From an optimization exercise on the open Yosys and OpenROAD flow, aimed at small area; shortcuts taken in it are not production practice. Only simulation tests tie the RTL to the original design; equivalence was not proved. The flow treats the clock pin as an ideal source, which a real chip does not have.

==> design/flow/design.v <==
module N64_Driver(
input PCLK,
input PRESERN,
input PSEL,
input PENABLE,
output wire PREADY,
output wire PSLVERR,
input PWRITE,
input [31:0] PADDR,
input wire [31:0] PWDATA,
output reg [31:0] PRDATA,
input wire N64_data,
output wire N64_drive_low,
output reg FABINT
);
assign PREADY = 1'b1;
assign PSLVERR = 1'b0;
wire we    = PSEL & PENABLE & PWRITE;
wire wr0   = we & ~PADDR[3] & ~PADDR[2];
wire wr1   = we & ~PADDR[3] &  PADDR[2];
reg        en;
reg  [8:0] cmd;
reg        sending, receiving;
reg  [1:0] sph;        
reg  [6:0] scnt;       
reg  [5:0] bcnt;       
reg        nreg;
reg        lowa, lowb;  
reg        rcr;
reg  [7:0] rcnt;       
reg [31:0] sr;
wire start = we & ~sending;
wire fe    = lowa & lowb;    
wire s99   = scnt[6] & scnt[5] & scnt[1] & scnt[0];
wire s101  = scnt[6] & scnt[5] & scnt[2] & scnt[0];
wire swrap = (sph == 2'd3) ? s101 : s99;
wire s301  = (sph == 2'd3) & (scnt == 7'd0);
wire endsend = sending & s301 & bcnt[3];
wire rdone = receiving & bcnt[5];
wire ev200 = receiving & (rcnt[6:0] == 7'b1000001);
wire ev201 = receiving & (rcnt[7:1] == 7'b1000001);
wire rsat  = (rcnt[7:2] == 6'b000001) & ~rcnt[0];
reg [23:0] lf;
wire       lterm = (lf == 24'hc9adf3);
wire       itr   = FABINT & lterm;
wire       lfb   = ~(lf[23] ^ lf[22] ^ lf[21] ^ lf[16]);
wire l_go = PRESERN & en & ~lterm;
wire l_hd = PRESERN & ~itr & ~(en & ~lterm);
always @(posedge PCLK) lf <= ({24{l_go}} & {lf[22:0], lfb}) | ({24{l_hd}} & lf);
always @(posedge PCLK) begin
	if (~PRESERN)
		FABINT <= 1'b0;
	else if (en)
		FABINT <= lterm;
end
wire c_ld = PRESERN & wr0;
wire c_hd = PRESERN & ~wr0;
wire e_ld = PRESERN & wr1;
wire e_hd = PRESERN & ~wr1;
always @(posedge PCLK) begin
	cmd <= ({9{c_ld}} & PWDATA[8:0]) | ({9{c_hd}} & cmd);
	en <= (e_ld & PWDATA[0]) | (e_hd & en);
end
always @(posedge PCLK) begin
	if (~sending) begin
		sph <= 2'd3;
		scnt <= 7'd101;
	end else if (swrap) begin
		sph <= sph + 2'd1;
		scnt <= 7'd0;
	end else
		scnt <= scnt + 7'd1;
end
always @(posedge PCLK) begin
	lowa <= PRESERN & ~N64_data & (lowa | lowb);
	lowb <= PRESERN & ~N64_data & ~lowa;
end
always @(posedge PCLK) rcr <= fe & ~sending;
wire r_go = PRESERN & ~rcr & receiving & ~rsat;
wire r_hd = PRESERN & ~rcr & ~(receiving & ~rsat);
always @(posedge PCLK) rcnt <= ({8{r_go}} & {rcnt[6:0], ~(rcnt[7] ^ rcnt[2])}) | ({8{r_hd}} & rcnt);
wire [8:0] cmdr = {cmd[0], cmd[1], cmd[2], cmd[3], cmd[4], cmd[5], cmd[6], cmd[7], cmd[8]};
always @(posedge PCLK) begin
	if (~PRESERN) begin
		sending <= 1'b0;
		receiving <= 1'b0;
		bcnt <= 6'd0;
		nreg <= 1'b0;
	end else begin
		if (start) begin
			sending <= 1'b1;
			receiving <= 1'b0;
		end else if (endsend) begin
			sending <= 1'b0;
			receiving <= 1'b1;
		end else if (fe & ~sending & ~receiving)
			receiving <= 1'b1;
		else if (rdone)
			receiving <= 1'b0;
		if (start | endsend | (rdone & ~ev201))
			bcnt <= 6'd0;
		else if ((sending & s301) | ev201)
			bcnt <= bcnt + 6'd1;
		if (sending) begin
			if (sph == 2'd0)
				nreg <= 1'b0;
			else if (sph != 2'd3)
				nreg <= cmdr[bcnt[3:0]];
			else if (~swrap)
				nreg <= 1'b1;
		end
	end
end
wire pload = start | rdone;
wire p_ld  = PRESERN & pload;
wire p_hd  = PRESERN & ~pload;
always @(posedge PCLK) PRDATA <= ({32{p_ld}} & sr) | ({32{p_hd}} & PRDATA);
wire s_sh  = PRESERN & ev200;
wire s_hd  = PRESERN & ~ev200;
wire s_h0  = PRESERN & ~ev200 & ~ev201;
wire s_in  = PRESERN & ev201;
always @(posedge PCLK) begin
	sr[31:1] <= ({31{s_sh}} & sr[30:0]) | ({31{s_hd}} & sr[31:1]);
	sr[0] <= (s_in & N64_data) | (s_h0 & sr[0]);
end
assign N64_drive_low = ~nreg;
endmodule
==> design/flow/flow/run.sh <==
#!/bin/bash
# Standard ORFS layout with these changes, each tool logging to its own file here:
#  1. after the standard synthesis, its combinational logic is mapped again by
#     ABC for area (flow/remap.abc); the flip-flops are kept as they are;
#  2. flop next-state logic of the form D = (L1 & a) | (L2 & Q) is re-mapped onto
#     one a22o per flop with shared select gates, and dead or half-used cells
#     are trimmed (flow/surgery2.py); flip-flops are untouched;
#  3. a Yosys equivalence check compares the result with the standard netlist;
#     if it fails, the standard netlist is used as it is;
#  4. every input and output port still gets its own buffer, but a buf_1;
#  5. CTS builds the tree from clkbuf_4 and inserts no dummy loads; afterwards
#     clock buffers with a large fanout are upsized (flow/clkfix.tcl).
set -euo pipefail
HERE=$(pwd)
F=$HERE/flow
R=$HERE/orfs/results/${FLOW_PLATFORM}/N64_Driver/base
LIB=$FLOW_HOME/platforms/${FLOW_PLATFORM}/lib/sky130_fd_sc_hd__tt_025C_1v80.lib
YOSYS=$(command -v yosys || echo $FLOW_HOME/../tools/install/yosys/bin/yosys)
OPENROAD=$(command -v openroad || echo $FLOW_HOME/../tools/install/OpenROAD/bin/openroad)
DU=$(sed -n '/DONT_USE_CELLS/,/^$/p' $FLOW_HOME/platforms/${FLOW_PLATFORM}/config.mk | grep -o "sky130_fd_sc_hd__[a-z0-9_]*" | sed 's/^/-dont_use /' | tr '\n' ' ')
ARGS=(BUFFER_PORTS_ARGS="-buffer_cell sky130_fd_sc_hd__buf_1"
      CTS_ARGS="-sink_clustering_enable -repair_clock_nets -dont_use_dummy_load -buf_list {sky130_fd_sc_hd__clkbuf_8} -sink_clustering_size 30 -sink_clustering_max_diameter 100 -sink_clustering_levels 1")

bash standard.sh synth > $HERE/log_synth.txt 2>&1
cp $R/1_2_yosys.v $HERE/netlist_std.v
python3 $F/genmodels.py $LIB $HERE/cell_models.v > $HERE/log_models.txt 2>&1

cat > $HERE/remap.ys <<EOY
read_liberty -lib $LIB
read_verilog $HERE/netlist_std.v
hierarchy -top $FLOW_TOP
techmap -map $HERE/cell_models.v
opt -fast
techmap
opt -fast
opt_clean -purge
abc -liberty $LIB $DU -script $F/remap.abc
opt_clean -purge
write_verilog -noattr -noexpr -nohex -nodec $HERE/netlist_remap.v
EOY
$YOSYS -s $HERE/remap.ys > $HERE/log_remap.txt 2>&1
python3 $F/surgery2.py $LIB $HERE/netlist_remap.v $HERE/netlist_rw.v > $HERE/log_surgery.txt 2>&1

cat > $HERE/equiv.ys <<EOY
read_liberty -ignore_miss_func $LIB
read_verilog $HERE/netlist_std.v
rename $FLOW_TOP gold
read_verilog $HERE/netlist_rw.v
rename $FLOW_TOP gate
flatten
opt_clean
equiv_make gold gate eq
hierarchy -top eq
equiv_simple -seq 2
equiv_induct
equiv_status -assert
EOY
if $YOSYS -s $HERE/equiv.ys > $HERE/log_equiv.txt 2>&1 && \
   [ "$(grep -c 'sky130_fd_sc_hd__df' $HERE/netlist_rw.v)" = "$(grep -c 'sky130_fd_sc_hd__df' $HERE/netlist_std.v)" ]; then
  cp $HERE/netlist_rw.v $R/1_2_yosys.v
  echo "using the rewritten netlist" > $HERE/log_choice.txt
else
  echo "equivalence check failed: using the standard netlist" > $HERE/log_choice.txt
fi
rm -f $R/1_synth.odb
bash standard.sh synth > $HERE/log_synth_odb.txt 2>&1
bash standard.sh "${ARGS[@]}" cts > $HERE/log_to_cts.txt 2>&1
CTS_ODB=$R/4_cts.odb LIB_FILE=$LIB CLK_MAX_FANOUT=11 CLK_BIG_BUF=sky130_fd_sc_hd__clkbuf_8 \
  $OPENROAD -no_init -exit $F/clkfix.tcl > $HERE/log_clkfix.txt 2>&1
bash standard.sh "${ARGS[@]}" finish > $HERE/log_layout.txt 2>&1
==> design/flow/flow/clkfix.tcl <==
set odb $::env(CTS_ODB)
read_liberty $::env(LIB_FILE)
read_db $odb
set block [ord::get_db_block]
set maxfo $::env(CLK_MAX_FANOUT)
set big $::env(CLK_BIG_BUF)
set n 0
foreach inst [$block getInsts] {
  set m [[$inst getMaster] getName]
  if {![string match "sky130_fd_sc_hd__clkbuf_*" $m]} { continue }
  foreach it [$inst getITerms] {
    if {[$it isOutputSignal]} {
      set net [$it getNet]
      if {$net == "NULL"} { continue }
      set fo [expr {[llength [$net getITerms]] - 1}]
      if {$fo >= $maxfo && $m != $big} {
        set bm [[ord::get_db] findMaster $big]
        $inst swapMaster $bm
        incr n
        puts "clkfix: [$inst getName] $m -> $big (fanout $fo)"
      }
    }
  }
}
puts "clkfix: $n buffers upsized"
detailed_placement
check_placement
write_db $odb
==> design/flow/flow/genmodels.py <==
# write behavioural Verilog models of the library's combinational cells (single output or ha/fa)
import sys, re
from libparse import parse_liberty, Expr
lib = parse_liberty(sys.argv[1])
def vexpr(e):
    op = e[0]
    if op == 'v': return {'1': "1'b1", '0': "1'b0"}.get(e[1], e[1])
    if op == '!': return '(~' + vexpr(e[1]) + ')'
    return '(' + vexpr(e[1]) + {'&': ' & ', '|': ' | ', '^': ' ^ '}[op] + vexpr(e[2]) + ')'
out = []
for name, c in lib.items():
    if not name.startswith('sky130_fd_sc_hd__') or c['ff'] or not c['outputs']: continue
    if any(f is None for f in c['outputs'].values()): continue
    if not c['inputs']: continue
    pins = c['inputs'] + list(c['outputs'])
    s = f'module {name}(' + ', '.join(pins) + ');\n'
    for p in c['inputs']: s += f'  input {p};\n'
    for p, f in c['outputs'].items():
        s += f'  output {p};\n  assign {p} = {vexpr(Expr(f).parse())};\n'
    out.append(s + 'endmodule\n')
open(sys.argv[2], 'w').write('\n'.join(out))
print(len(out), 'models')
==> design/flow/flow/libparse.py <==
import re
def parse_liberty(path):
    """cell -> dict(area, inputs[list], outputs{pin:func}, ff(bool))"""
    txt = open(path).read()
    cells = {}
    i = 0
    for m in re.finditer(r'\n\s*cell\s*\(\s*"?([\w]+)"?\s*\)\s*\{', txt):
        pass
    # simple brace walker
    pos = 0
    n = len(txt)
    cell_re = re.compile(r'cell\s*\(\s*"?(\w+)"?\s*\)\s*\{')
    for m in cell_re.finditer(txt):
        name = m.group(1)
        start = m.end()
        depth = 1; j = start
        while depth and j < n:
            c = txt[j]
            if c == '{': depth += 1
            elif c == '}': depth -= 1
            j += 1
        body = txt[start:j]
        am = re.search(r'\barea\s*:\s*([\d.]+)', body)
        info = {'area': float(am.group(1)) if am else 0.0, 'inputs': [], 'outputs': {}, 'ff': ('ff (' in body or 'ff(' in body or 'latch' in body)}
        for pm in re.finditer(r'\bpin\s*\(\s*"?(\w+)"?\s*\)\s*\{', body):
            pn = pm.group(1); s = pm.end(); d = 1; k = s
            while d and k < len(body):
                if body[k] == '{': d += 1
                elif body[k] == '}': d -= 1
                k += 1
            pb = body[s:k]
            dm = re.search(r'direction\s*:\s*"?(\w+)"?', pb)
            if not dm: continue
            if dm.group(1) == 'input': info['inputs'].append(pn)
            elif dm.group(1) == 'output':
                fm = re.search(r'\bfunction\s*:\s*"([^"]*)"', pb)
                info['outputs'][pn] = fm.group(1) if fm else None
        cells[name] = info
    return cells

class Expr:
    def __init__(self, s):
        self.toks = re.findall(r'\w+|[!&|^()\']', s); self.i = 0
    def peek(self): return self.toks[self.i] if self.i < len(self.toks) else None
    def take(self): t = self.toks[self.i]; self.i += 1; return t
    def parse(self):
        e = self.p_or(); return e
    def p_or(self):
        l = self.p_xor()
        while self.peek() in ('|', '+'):
            self.take(); r = self.p_xor(); l = ('|', l, r)
        return l
    def p_xor(self):
        l = self.p_and()
        while self.peek() == '^':
            self.take(); r = self.p_and(); l = ('^', l, r)
        return l
    def p_and(self):
        l = self.p_un()
        while True:
            p = self.peek()
            if p in ('&', '*'):
                self.take(); r = self.p_un(); l = ('&', l, r)
            elif p is not None and (p == '(' or p == '!' or re.match(r'\w', p)):
                r = self.p_un(); l = ('&', l, r)
            else: break
        return l
    def p_un(self):
        t = self.take()
        if t == '!': e = ('!', self.p_un())
        elif t == '(':
            e = self.p_or(); assert self.take() == ')'
        else: e = ('v', t)
        while self.peek() == "'":
            self.take(); e = ('!', e)
        return e

def ev(e, env, mask):
    op = e[0]
    if op == 'v':
        if e[1] in ('1',): return mask
        if e[1] in ('0',): return 0
        return env[e[1]]
    if op == '!': return mask & ~ev(e[1], env, mask)
    a = ev(e[1], env, mask); b = ev(e[2], env, mask)
    if op == '&': return a & b
    if op == '|': return a | b
    if op == '^': return a ^ b
    raise Exception(op)
==> design/flow/flow/remap.abc <==
strash; &get -n; &st; &dch -f; &nf -R 1000 -p -F 8 -A 4 -C 32; &put
==> design/flow/flow/surgery2.py <==
#!/usr/bin/env python3
"""Netlist rewrite for area: for every flop whose next state is, as a function of
nearby nets, D = (L1 & a) | (L2 & Q) with L1, L2 independent of a and Q, drive D
with one a22o (A1=L1, A2=a, B1=L2, B2=Q) and build L1, L2 once for all flops that
share them.  Cells that only fed the old D logic are removed.  Every kept net
keeps its function, flops are untouched.
usage: surgery2.py LIB IN.v OUT.v [-v]"""
import re, sys, itertools
from libparse import parse_liberty, Expr, ev

LIB, INV, OUTV = sys.argv[1:4]
VERB = '-v' in sys.argv
lib = parse_liberty(LIB)
text = open(INV).read()

inst_re = re.compile(r'^(\s*)(sky130_fd_sc_hd__\w+)\s+(\S+)\s*\((.*?)\);\n', re.S | re.M)
pin_re = re.compile(r'\.(\w+)\(([^()]*)\)')
insts = []
for m in inst_re.finditer(text):
    pins = {p: v.strip() for p, v in pin_re.findall(m.group(4))}
    insts.append(dict(type=m.group(2), name=m.group(3), pins=pins, span=(m.start(), m.end())))
if re.search(r'^\s*assign\s', text, re.M):
    print('netlist has assign statements; left as is'); open(OUTV, 'w').write(text); sys.exit(0)

hdr = re.search(r'module\s+\w+\s*\((.*?)\);', text, re.S)
ports = set(p.strip() for p in hdr.group(1).split(','))
def is_port(net): return net.split('[')[0].strip() in ports

driver = {}; fanout = {}
for i, c in enumerate(insts):
    info = lib[c['type']]
    for p, n in c['pins'].items():
        if p in info['outputs']: driver[n] = (i, p)
        else: fanout.setdefault(n, []).append((i, p))

exprs = {}
def func(t, p):
    k = (t, p)
    if k not in exprs: exprs[k] = Expr(lib[t]['outputs'][p]).parse()
    return exprs[k]
def is_comb(i):
    info = lib[insts[i]['type']]
    return (not info['ff']) and len(info['outputs']) == 1 and len(info['inputs']) > 0
def out_net(i):
    c = insts[i]; return [n for p, n in c['pins'].items() if p in lib[c['type']]['outputs']][0]
def is_buf(i): return re.match(r'sky130_fd_sc_hd__(clk)?buf_\d+$', insts[i]['type']) is not None
def root(net):
    while net in driver and is_buf(driver[net][0]): net = insts[driver[net][0]]['pins']['A']
    return net

MAXLEAVES = 11
def eval_cone(d, stops, depth_lim):
    """cut of d: expand leaves through comb cells (shared or not), breadth first,
    as long as the number of leaves stays within MAXLEAVES"""
    cells = []; leaves = [d]; depth = {d: 0}
    changed = True
    while changed:
        changed = False
        for net in sorted(leaves, key=lambda n: depth[n]):
            if net in stops or net not in driver or not is_comb(driver[net][0]) or depth[net] >= depth_lim: continue
            i = driver[net][0]
            ins = [insts[i]['pins'][p] for p in lib[insts[i]['type']]['inputs']]
            newl = [x for x in leaves if x != net]
            for x in ins:
                if x not in newl: newl.append(x); depth.setdefault(x, depth[net] + 1)
            if len(newl) > MAXLEAVES and net != d: continue
            leaves = newl; cells.append(i); changed = True
            break
    return leaves, cells

def removable(d, keep_nets):
    """fanout-free cone of d (cells only feeding d), not crossing keep_nets"""
    cells = set()
    def rec(net, top):
        if net in keep_nets and not top: return
        if net in driver and is_comb(driver[net][0]) and (top or (len(fanout.get(net, [])) == 1 and not is_port(net))):
            i = driver[net][0]
            if i in cells: return
            cells.add(i)
            for p in lib[insts[i]['type']]['inputs']: rec(insts[i]['pins'][p], False)
    rec(d, True)
    return cells

def tables(leaves, cells, nets):
    k = len(leaves); rows = 1 << k; mask = (1 << rows) - 1
    val = {}
    for j, l in enumerate(leaves):
        v = 0
        blk = 1 << j
        # bit r set iff (r>>j)&1
        pat = ((1 << blk) - 1) << blk
        per = pat
        span = blk * 2
        while span < rows:
            per |= per << span; span *= 2
        val[l] = per & mask
    def get(net):
        if net in val: return val[net]
        i, p = driver[net]; c = insts[i]
        env = {q: get(c['pins'][q]) for q in lib[c['type']]['inputs']}
        v = ev(func(c['type'], p), env, mask); val[net] = v; return v
    for n in nets: get(n)
    return val, mask, rows

def cof(f, rows, ja, av, jq, qv):
    r_ = 0
    for r in range(rows):
        rr = (r & ~(1 << ja) & ~(1 << jq)) | (av << ja) | (qv << jq)
        if (f >> rr) & 1: r_ |= 1 << r
    return r_

def reduce_fn(tt, leaves, rows):
    """drop leaves tt doesn't depend on; merge leaves with the same root; return (tuple roots, tt over them)"""
    k = len(leaves)
    dep = []
    for j in range(k):
        f0 = cof1(tt, rows, j, 0); f1 = cof1(tt, rows, j, 1)
        if f0 != f1: dep.append(j)
    roots = sorted(set(root(leaves[j]) for j in dep))
    n = len(roots); nrows = 1 << n; ntt = 0
    for r in range(nrows):
        # build a full row consistent with these root values (others 0)
        full = 0
        for j in dep:
            if (r >> roots.index(root(leaves[j]))) & 1: full |= 1 << j
        if (tt >> full) & 1: ntt |= 1 << r
    # verify consistency for leaves sharing a root: skip if inconsistent
    return tuple(roots), ntt

def cof1(tt, rows, j, v):
    r_ = 0
    for r in range(rows):
        rr = (r & ~(1 << j)) | (v << j)
        if (tt >> rr) & 1: r_ |= 1 << r
    return r_

# ---------- two-level synthesis of small select functions
def primes(tt, n):
    terms = set()
    for r in range(1 << n):
        if (tt >> r) & 1: terms.add((r, 0))   # (value, dontcare mask)
    allp = set()
    cur = terms
    while cur:
        nxt = set(); used = set()
        lst = list(cur)
        for a in lst:
            for b in lst:
                if a[1] == b[1]:
                    diff = a[0] ^ b[0]
                    if diff and (diff & (diff - 1)) == 0 and a[0] < b[0]:
                        nxt.add((a[0] & ~diff, a[1] | diff)); used.add(a); used.add(b)
        allp |= (cur - used)
        cur = nxt
    return list(allp)
def cover(tt, n):
    ps = primes(tt, n)
    def covers(p, r): return (r & ~p[1]) == p[0]
    left = set(r for r in range(1 << n) if (tt >> r) & 1)
    chosen = []
    while left:
        best = max(ps, key=lambda p: (sum(1 for r in left if covers(p, r)), -bin(~p[1] & ((1 << n) - 1)).count('1')))
        chosen.append(best); left -= set(r for r in left if covers(best, r))
    return chosen

A22O = lib['sky130_fd_sc_hd__a22o_1']['area']
new_cells = []; new_wires = []
uid = [0]
def nm(prefix):
    uid[0] += 1; return f'_surg_{prefix}{uid[0]}_'
def conj_cell(lits, out):
    pos = [n for n, p in lits if p]; neg = [n for n, p in lits if not p]; k = len(lits)
    if k == 1:
        return ('sky130_fd_sc_hd__inv_1', {'A': neg[0], 'Y': out}) if neg else ('sky130_fd_sc_hd__buf_1', {'A': pos[0], 'X': out})
    if k == 2:
        if len(pos) == 2: return ('sky130_fd_sc_hd__and2_1', {'A': pos[0], 'B': pos[1], 'X': out})
        if len(pos) == 1: return ('sky130_fd_sc_hd__nor2b_1', {'A': neg[0], 'B_N': pos[0], 'Y': out})
        return ('sky130_fd_sc_hd__nor2_1', {'A': neg[0], 'B': neg[1], 'Y': out})
    if k == 3:
        if len(pos) == 3: return ('sky130_fd_sc_hd__and3_1', {'A': pos[0], 'B': pos[1], 'C': pos[2], 'X': out})
        if len(pos) == 2: return ('sky130_fd_sc_hd__and3b_1', {'A_N': neg[0], 'B': pos[0], 'C': pos[1], 'X': out})
        if len(pos) == 1: return ('sky130_fd_sc_hd__nor3b_1', {'A': neg[0], 'B': neg[1], 'C_N': pos[0], 'Y': out})
        return ('sky130_fd_sc_hd__nor3_1', {'A': neg[0], 'B': neg[1], 'C': neg[2], 'Y': out})
    if k == 4:
        if len(pos) == 4: return ('sky130_fd_sc_hd__and4_1', {'A': pos[0], 'B': pos[1], 'C': pos[2], 'D': pos[3], 'X': out})
        if len(pos) == 3: return ('sky130_fd_sc_hd__and4b_1', {'A_N': neg[0], 'B': pos[0], 'C': pos[1], 'D': pos[2], 'X': out})
        if len(pos) == 2: return ('sky130_fd_sc_hd__and4bb_1', {'A_N': neg[0], 'B_N': neg[1], 'C': pos[0], 'D': pos[1], 'X': out})
        if len(pos) == 1: return ('sky130_fd_sc_hd__nor4b_1', {'A': neg[0], 'B': neg[1], 'C': neg[2], 'D_N': pos[0], 'Y': out})
        return ('sky130_fd_sc_hd__nor4_1', {'A': neg[0], 'B': neg[1], 'C': neg[2], 'D': neg[3], 'Y': out})
    return None
def synth_fn(roots, tt):
    """cells computing tt over roots; returns (cells, out) or None"""
    n = len(roots); full = (1 << (1 << n)) - 1
    if tt == 0 or tt == full or n > 6: return None
    cov = cover(tt, n)
    if len(cov) > 4: return None
    cells = []; terms = []
    for (v, dc) in cov:
        lits = tuple((roots[j], (v >> j) & 1) for j in range(n) if not (dc >> j) & 1)
        if len(lits) > 4: return None
        if len(lits) == 1 and lits[0][1] == 1 and len(cov) > 1:
            terms.append(lits[0][0]); continue
        o = nm('t'); c = conj_cell(lits, o)
        if c is None: return None
        cells.append((c[0], nm('c'), c[1])); terms.append(o)
    if len(terms) == 1:
        if not cells: return None
        return cells, terms[0]
    o = nm('o')
    orc = {2: 'sky130_fd_sc_hd__or2_1', 3: 'sky130_fd_sc_hd__or3_1', 4: 'sky130_fd_sc_hd__or4_1'}[len(terms)]
    cells.append((orc, nm('c'), dict(zip('ABCD', terms), X=o)))
    return cells, o

sel_cache = {}
def sel_net(roots, tt, leaves_val=None):
    key = (roots, tt)
    if key in sel_cache: return sel_cache[key]
    n = len(roots)
    # identity: a single root, positive
    if n == 1 and tt == 0b10:
        sel_cache[key] = (roots[0], 0.0, []); return sel_cache[key]
    r = synth_fn(roots, tt)
    if r is None: sel_cache[key] = None; return None
    cells, o = r
    cost = sum(lib[t]['area'] for t, _, _ in cells)
    sel_cache[key] = (o, cost, cells); return sel_cache[key]

flops = [i for i, c in enumerate(insts) if c['type'].startswith('sky130_fd_sc_hd__dfxtp')]
plans = []
for i in flops:
    c = insts[i]; d = c['pins']['D']; q = c['pins']['Q']
    if d not in driver or not is_comb(driver[d][0]): continue
    best = None
    for depth in (2, 3, 4, 5):
        base_leaves, _ = eval_cone(d, set(), depth)
        if len(base_leaves) > MAXLEAVES: break
        # candidate data nets: leaves and internal nets of the cone
        _, cells = eval_cone(d, set(), depth)
        cand_stops = [None] + [out_net(j) for j in cells if out_net(j) != d]
        for st in cand_stops:
            stops = set() if st is None else {st}
            leaves, cells2 = eval_cone(d, stops, depth)
            if q not in leaves or len(leaves) > MAXLEAVES: continue
            val, mask, rows = tables(leaves, cells2, [d])
            f = val[d]; jq = leaves.index(q)
            for ja, a in enumerate(leaves):
                if a == q: continue
                if st is not None and a != st: continue
                f00 = cof(f, rows, ja, 0, jq, 0)
                if f00: continue
                f10 = cof(f, rows, ja, 1, jq, 0); f01 = cof(f, rows, ja, 0, jq, 1); f11 = cof(f, rows, ja, 1, jq, 1)
                if f11 != (f10 | f01): continue
                k1 = reduce_fn(f10, leaves, rows); k2 = reduce_fn(f01, leaves, rows)
                if q in k1[0] or q in k2[0] or root(a) in k1[0] or root(a) in k2[0]: continue
                s1 = sel_net(*k1); s2 = sel_net(*k2)
                if s1 is None or s2 is None: continue
                keep = {a, s1[0], s2[0]} | set(k1[0]) | set(k2[0])
                rem = removable(d, keep)
                gain = sum(lib[insts[j]['type']]['area'] for j in rem) - A22O
                if best is None or gain > best[0]:
                    best = (gain, k1, k2, a, rem)
    if best: plans.append((i,) + best)
    if VERB: print('plan', c['name'], best and (round(best[0],1), best[1], best[2], best[3]))

groups = {}
for p in plans:
    if p[1] > 0.01: groups.setdefault((p[2], p[3]), []).append(p)
accepted = []
total_rem = set(); claimed_d = set()
for key, ps in sorted(groups.items(), key=lambda kv: -sum(p[1] for p in kv[1])):
    s1 = sel_net(*key[0]); s2 = sel_net(*key[1])
    cost = (s1[1] if s1[0] not in claimed_d else 0) + (s2[1] if s2[0] not in claimed_d else 0)
    ps = [p for p in ps if not (p[5] & total_rem) and insts[p[0]]['pins']['D'] not in claimed_d]
    # removal sets must not include cells that compute nets we keep for other rewrites
    g = sum(p[1] for p in ps) - cost
    if g <= 1.0:
        if VERB: print('group not worth it', key, round(g, 1), len(ps))
        continue
    for p in ps:
        accepted.append(p); total_rem |= p[5]; claimed_d.add(insts[p[0]]['pins']['D'])
    claimed_d.add(s1[0]); claimed_d.add(s2[0])

# make sure no removed cell drives a net that we use as a, select leaf, or that survives elsewhere
used = set()
for p in accepted:
    used.add(p[4]); used |= set(p[2][0]) | set(p[3][0])
bad = [j for j in total_rem if out_net(j) in used]
if bad:
    print('conflict: removed cells drive used nets; dropping affected rewrites')
    bset = set(bad)
    accepted = [p for p in accepted if not (p[5] & bset)]
    total_rem = set().union(*[p[5] for p in accepted]) if accepted else set()
# every fanout of every removed cell must be a removed cell or the rewritten D pin's flop
for j in total_rem:
    o = out_net(j)
    for (k, pin) in fanout.get(o, []):
        if k not in total_rem and not (insts[k]['type'].startswith('sky130_fd_sc_hd__dfxtp') and pin == 'D'):
            raise SystemExit(f'internal error: removed {insts[j]["name"]} feeds {insts[k]["name"]}')

# cells left without any load once the rewritten logic is gone
def loads_left(net, gone):
    return [k for (k, pin) in fanout.get(net, []) if k not in gone and not (k in rewritten_flops and pin == 'D')]
rewritten_flops = set(p[0] for p in accepted)
new_inputs = set()
for p in accepted:
    new_inputs.add(p[4]); new_inputs |= set(p[2][0]) | set(p[3][0])
changed = True
dead = set()
while changed:
    changed = False
    for j, c in enumerate(insts):
        if j in total_rem or j in dead or not is_comb(j): continue
        o = out_net(j)
        if is_port(o) or o in new_inputs: continue
        if not loads_left(o, total_rem | dead):
            dead.add(j); changed = True
# a flop D net that is rewritten is driven by the new a22o; its old driver is in total_rem
total_rem |= dead
print(f'{len(dead)} cells left without loads removed')

emitted_sel = set()
for p in accepted:
    i, gain, k1, k2, a, rem = p
    nets = []
    for k in (k1, k2):
        s = sel_net(*k)
        if s[0] not in emitted_sel and s[2]:
            emitted_sel.add(s[0])
            for t, n, pins in s[2]:
                new_cells.append((t, n, pins))
                for pn, v in pins.items():
                    if v.startswith('_surg_') and v not in new_wires: new_wires.append(v)
        nets.append(s[0])
    fl = insts[i]
    new_cells.append(('sky130_fd_sc_hd__a22o_1', nm('m'), {'A1': nets[0], 'A2': a, 'B1': nets[1], 'B2': fl['pins']['Q'], 'X': fl['pins']['D']}))
    if VERB: print('rewrite', fl['name'], round(gain, 1))

# half adders with one output unused: keep only the gate that is needed
for j, c in enumerate(insts):
    if j in total_rem or not re.match(r'sky130_fd_sc_hd__ha_\d+$', c['type']): continue
    s_, co = c['pins'].get('SUM'), c['pins'].get('COUT')
    s_used = s_ is not None and (is_port(s_) or loads_left(s_, total_rem))
    c_used = co is not None and (is_port(co) or loads_left(co, total_rem))
    if s_used and c_used: continue
    total_rem.add(j)
    if s_used:
        new_cells.append(('sky130_fd_sc_hd__xor2_1', nm('h'), {'A': c['pins']['A'], 'B': c['pins']['B'], 'X': s_}))
    elif c_used:
        new_cells.append(('sky130_fd_sc_hd__and2_1', nm('h'), {'A': c['pins']['A'], 'B': c['pins']['B'], 'X': co}))

removed_area = sum(lib[insts[j]['type']]['area'] for j in total_rem)
added = sum(lib[t]['area'] for t, _, _ in new_cells)
print(f'{len(accepted)} flops rewritten; removed {len(total_rem)} cells {removed_area:.1f} um2, added {len(new_cells)} cells {added:.1f} um2, net {removed_area - added:.1f} um2')

out = []; last = 0
for j in sorted(total_rem, key=lambda j: insts[j]['span'][0]):
    s0, e0 = insts[j]['span']; out.append(text[last:s0]); last = e0
out.append(text[last:])
res = ''.join(out)
body = ''.join(f'  {t} {n} (\n' + ',\n'.join(f'    .{p}({v}' + (' ' if v.startswith('\\') else '') + ')' for p, v in pins.items()) + '\n  );\n' for t, n, pins in new_cells)
k = res.rindex('endmodule'); res = res[:k] + body + res[k:]
m = re.search(r'module\s+\w+\s*\(.*?\);\n', res, re.S)
res = res[:m.end()] + ''.join(f'  wire {w};\n' for w in new_wires) + res[m.end():]
open(OUTV, 'w').write(res)
==> design/flow/standard.sh <==
#!/bin/bash
# synth_recipe.tcl (not shown) runs the flow's synth.tcl, then flattens the netlist and writes it again
# the make line also repeats each setting of config.mk as NAME=value (left out here)
make -C /OpenROAD-flow-scripts/flow DESIGN_CONFIG=/design/flow/config.mk WORK_HOME=/design/flow/orfs CLKGATE_MAP_FILE= SYNTH_SCRIPT=/design/flow/synth_recipe.tcl "${@:-finish}"
==> design/flow/config.mk <==
export PLATFORM = sky130hd
export DESIGN_NAME = N64_Driver
export DESIGN_NICKNAME = N64_Driver
export VERILOG_FILES = /design/flow/design.v
export SDC_FILE = /design/flow/constraint.sdc
export NUM_CORES = 4
export LEC_CHECK = 0
export CAP_MARGIN = 20
export CORE_MARGIN = 2
export CORE_UTILIZATION = 40
export SLEW_MARGIN = 20
==> design/flow/constraint.sdc <==
create_clock -name core_clock -period 10.0 [get_ports {PCLK}]
set_input_delay 2.0000 -clock core_clock [delete_from_list [all_inputs] [get_ports {PCLK}]]
set_output_delay 2.0000 -clock core_clock [all_outputs]
set_load 0.01 [all_outputs]
==> summary.json <==
{
  "setup_viol": 0,
  "root_buffer": "sky130_fd_sc_hd__clkbuf_8",
  "cp.depth": 6,
  "cts.clk_slew.worst_paths_ns": 0.05,
  "htree_num_levels": 4,
  "rsz0062_at_grt": "false",
  "grt_use_total_pct": 14.9,
  "routed-via-count": 3304,
  "cts_repair_resize_count": 0,
  "r2r_end": "lf[4]",
  "numPortBuffers": 50,
  "finalPower_w": 0.000861,
  "netlist_area_um2": 4340,
  "dp_hpwl_um": 5450,
  "gp_routability_congestion": 0.787,
  "path_cells": "buf_1 > nand3_1 > nand2b_1 > nand2_1 > a21oi_4 > a22o_1",
  "r2r_setup_slack_ns": 7.76,
  "peak_fanout_along_the_critical_path": 32,
  "final_core_utilization_pct": 46.6,
  "detailed_place.area_um2": 4750,
  "grt.overflow.total": 0,
  "maxClockFrequency_ghz": 0.315,
  "io_pins": 106,
  "crit_family": "compound AO/OA/AOI/OAI gates",
  "synth.net_count": 474,
  "antenna_found_initial": 0,
  "maxCapViolations": 0,
  "detail-route-antenna-nets": 0,
  "cts_made_buffers": 17,
  "cp-endpoint": "PRDATA[18]",
  "maximum_number_of_pins_on_one_net_before_global_route_repair": 33,
  "fin_skew_ns": 0.0455,
  "synth_area_per_cell_um2": 10.7,
  "drive_above_1_share_pct": 5.67,
  "total_die_area_um2": 11700,
  "post-route-cell-area_um2": 4990,
  "cts_tree": "built",
  "status": "complete, no violations",
  "number_of_iterations_in_the_first_detailed_routing_pass": 5,
  "post_drt_via_cell_ratio": 5.36,
  "finalWirelength_um": 8440,
  "timing.slew.headroom_pct": 31.4,
  "holdWs_ns": 0.439,
  "core_area_um2": 10700,
  "worst_path_buffer_plus_inverter_count": 1,
  "layout-area-overhead-vs-synth_pct": 15.0,
  "grt_first_pass_wirelength_um": 13900,
  "worst_pin_slew_ns": 1.03,
  "first_global_vias": 3024,
  "clockBufferDepth": 2,
  "worst_ep_arrival_time_ns": 3.51,
  "worst_r2r_startpoint": "lf[17]",
  "clk_latency_ns": 0.43,
  "initial_utilization_pct": 40.5,
  "die_height_um": 108,
  "fin_crit_ns": 3.18,
  "vdd_ir_drop_max_mv": 0.0834,
  "yosysWarnings": 1,
  "netlist_instances": 404,
  "fp.dieW_um": 108,
  "startpoint_type": "primary input",
  "endpoint_kind": "flop",
  "final_max_slew_viol_count": 0,
  "cellPowerDensity_nw_per_um2": 173,
  "fin_crit_sh_pct": 31.8,
  "critPathRequiredTime_ns": 10.33,
  "timing.hold.worst.class": "flop to flop",
  "routedWlPerCell_um": 13.7,
  "postCtsSetupRepairBufs": 0,
  "drc": 0,
  "numClockSinks": 128,
  "cts_hold_repair.buffers": 0,
  "timing.critical_path.slowest_cell_delay_ns": 0.72,
  "nets_finish": 548,
  "ant_diodes": 0,
  "cellLeakagePower_nw": 1.82,
  "std_cell_rows": 38,
  "critical_setup_path_kind": "primary input to flop",
  "drt_iter0_drc": 123,
  "hold_viol_final": 0,
  "setup.worst_path.start": "PWRITE",
  "worst_reg_to_reg_path_cell_count": 7,
  "setup_tns_ns": 0,
  "cp_slowest_cell": "sky130_fd_sc_hd__a21oi_4"
}
[per-stage QoR]
| stage | instances | setup WS [ns] |
|---|---|---|
| final | 616 | 6.82 |
| after CTS | 616 | 6.84 |
| after floorplan | 404 | 5.53 |
| after global placement | 599 | 6.47 |
| after detailed placement | 599 | 6.42 |
| after global routing | 616 | 6.71 |
[cell usage in the layout (no fill, tap or decap), types with 4 or more instances in the layout]
cell type                    n
sky130_fd_sc_hd__dfxtp_1   128
sky130_fd_sc_hd__nand2b_1    6
sky130_fd_sc_hd__mux2i_1    16
sky130_fd_sc_hd__a21oi_1    12
sky130_fd_sc_hd__buf_4       5
sky130_fd_sc_hd__o21ai_0    29
sky130_fd_sc_hd__nor3_1     13
sky130_fd_sc_hd__and3_1      4
sky130_fd_sc_hd__buf_1      50
sky130_fd_sc_hd__nand2_1    21
sky130_fd_sc_hd__clkbuf_8   17
sky130_fd_sc_hd__a22o_1     73
sky130_fd_sc_hd__nand4_1     4
sky130_fd_sc_hd__clkinv_1    5
sky130_fd_sc_hd__and2_0      4
sky130_fd_sc_hd__nor2_1     48
sky130_fd_sc_hd__nand3_1     7
[registers in the layout, indices dropped and copies added (netlist names)]
signal / count
sr: 32
lf: 24
lowa: 1
scnt: 7
rcr: 1
en: 1
sending: 1
receiving: 1
rcnt: 8
bcnt: 6
FABINT: 1
cmd: 9
nreg: 1
sph: 2
PRDATA: 32
lowb: 1
[per-layer routing]
metal  global-route usage, %  wire length [um]  vias up
met5                       0                 0        -
met4                    4.85                68        0
met3                    4.82               392        6
met2                    23.8              3790       77
met1                    19.1              4190     1574
li1                        -                 -     1647
[power breakdown]
group          switching [W]  internal (W)
sequential        0.00000468      0.000514
combinational      0.0000210     0.0000114
clock               0.000161      0.000149
[cell type report]
| cell class | instances | area [um2] |
|---|---|---|
| Tap cell | 140 | 175 |
| Timing Repair Buffer | 55 | 225 |
| Sequential cell | 128 | 2560 |
| Inverter | 5 | 18.8 |
| Clock buffer | 17 | 234 |
| Multi-Input combinational cell | 271 | 1770 |
| Fill cell | 1045 | 5710 |
[worst min-delay path by stage]
stage | startpoint | to | slack [ns] | depth (start not counted)
3_5_place_dp | scnt[0] | scnt[0] | 0.43 | 1
4_1_cts | scnt[0] | scnt[0] | 0.44 | 1
6_report | lowa | lowb | 0.44 | 1
3_3_place_gp | lowa | lowb | 0.42 | 1
5_1_grt | lowa | lowb | 0.47 | 1
2_1_floorplan | lowa | lowb | 0.41 | 1

==> what the ideal ports hide <==
How much do the figures lean on ideal ports? The routed layout below was timed once more, with nothing changed but the port constraints.
Step 1 assumes that a clkbuf_16 drives the clock port and a buf_2 every other input.
Step 2 moves the port delays by t, midway between the first and last clock arrival at a register: inputs arrive t later, outputs are due t later. That takes back most of the time a late clock gives input paths.
a / b / c = no drivers / after step 1 / after step 2; a / b = the first two.
t, ns: 0.439
slack for setup (ns): 6.822 / 6.834 / 6.395
slew at the worst register clock pin (ns): 0.10 / 0.10
After both steps setup and hold are still met in this run. The setup slack of this run moves by +0.012 ns with the drivers and by -0.427 ns with both steps.
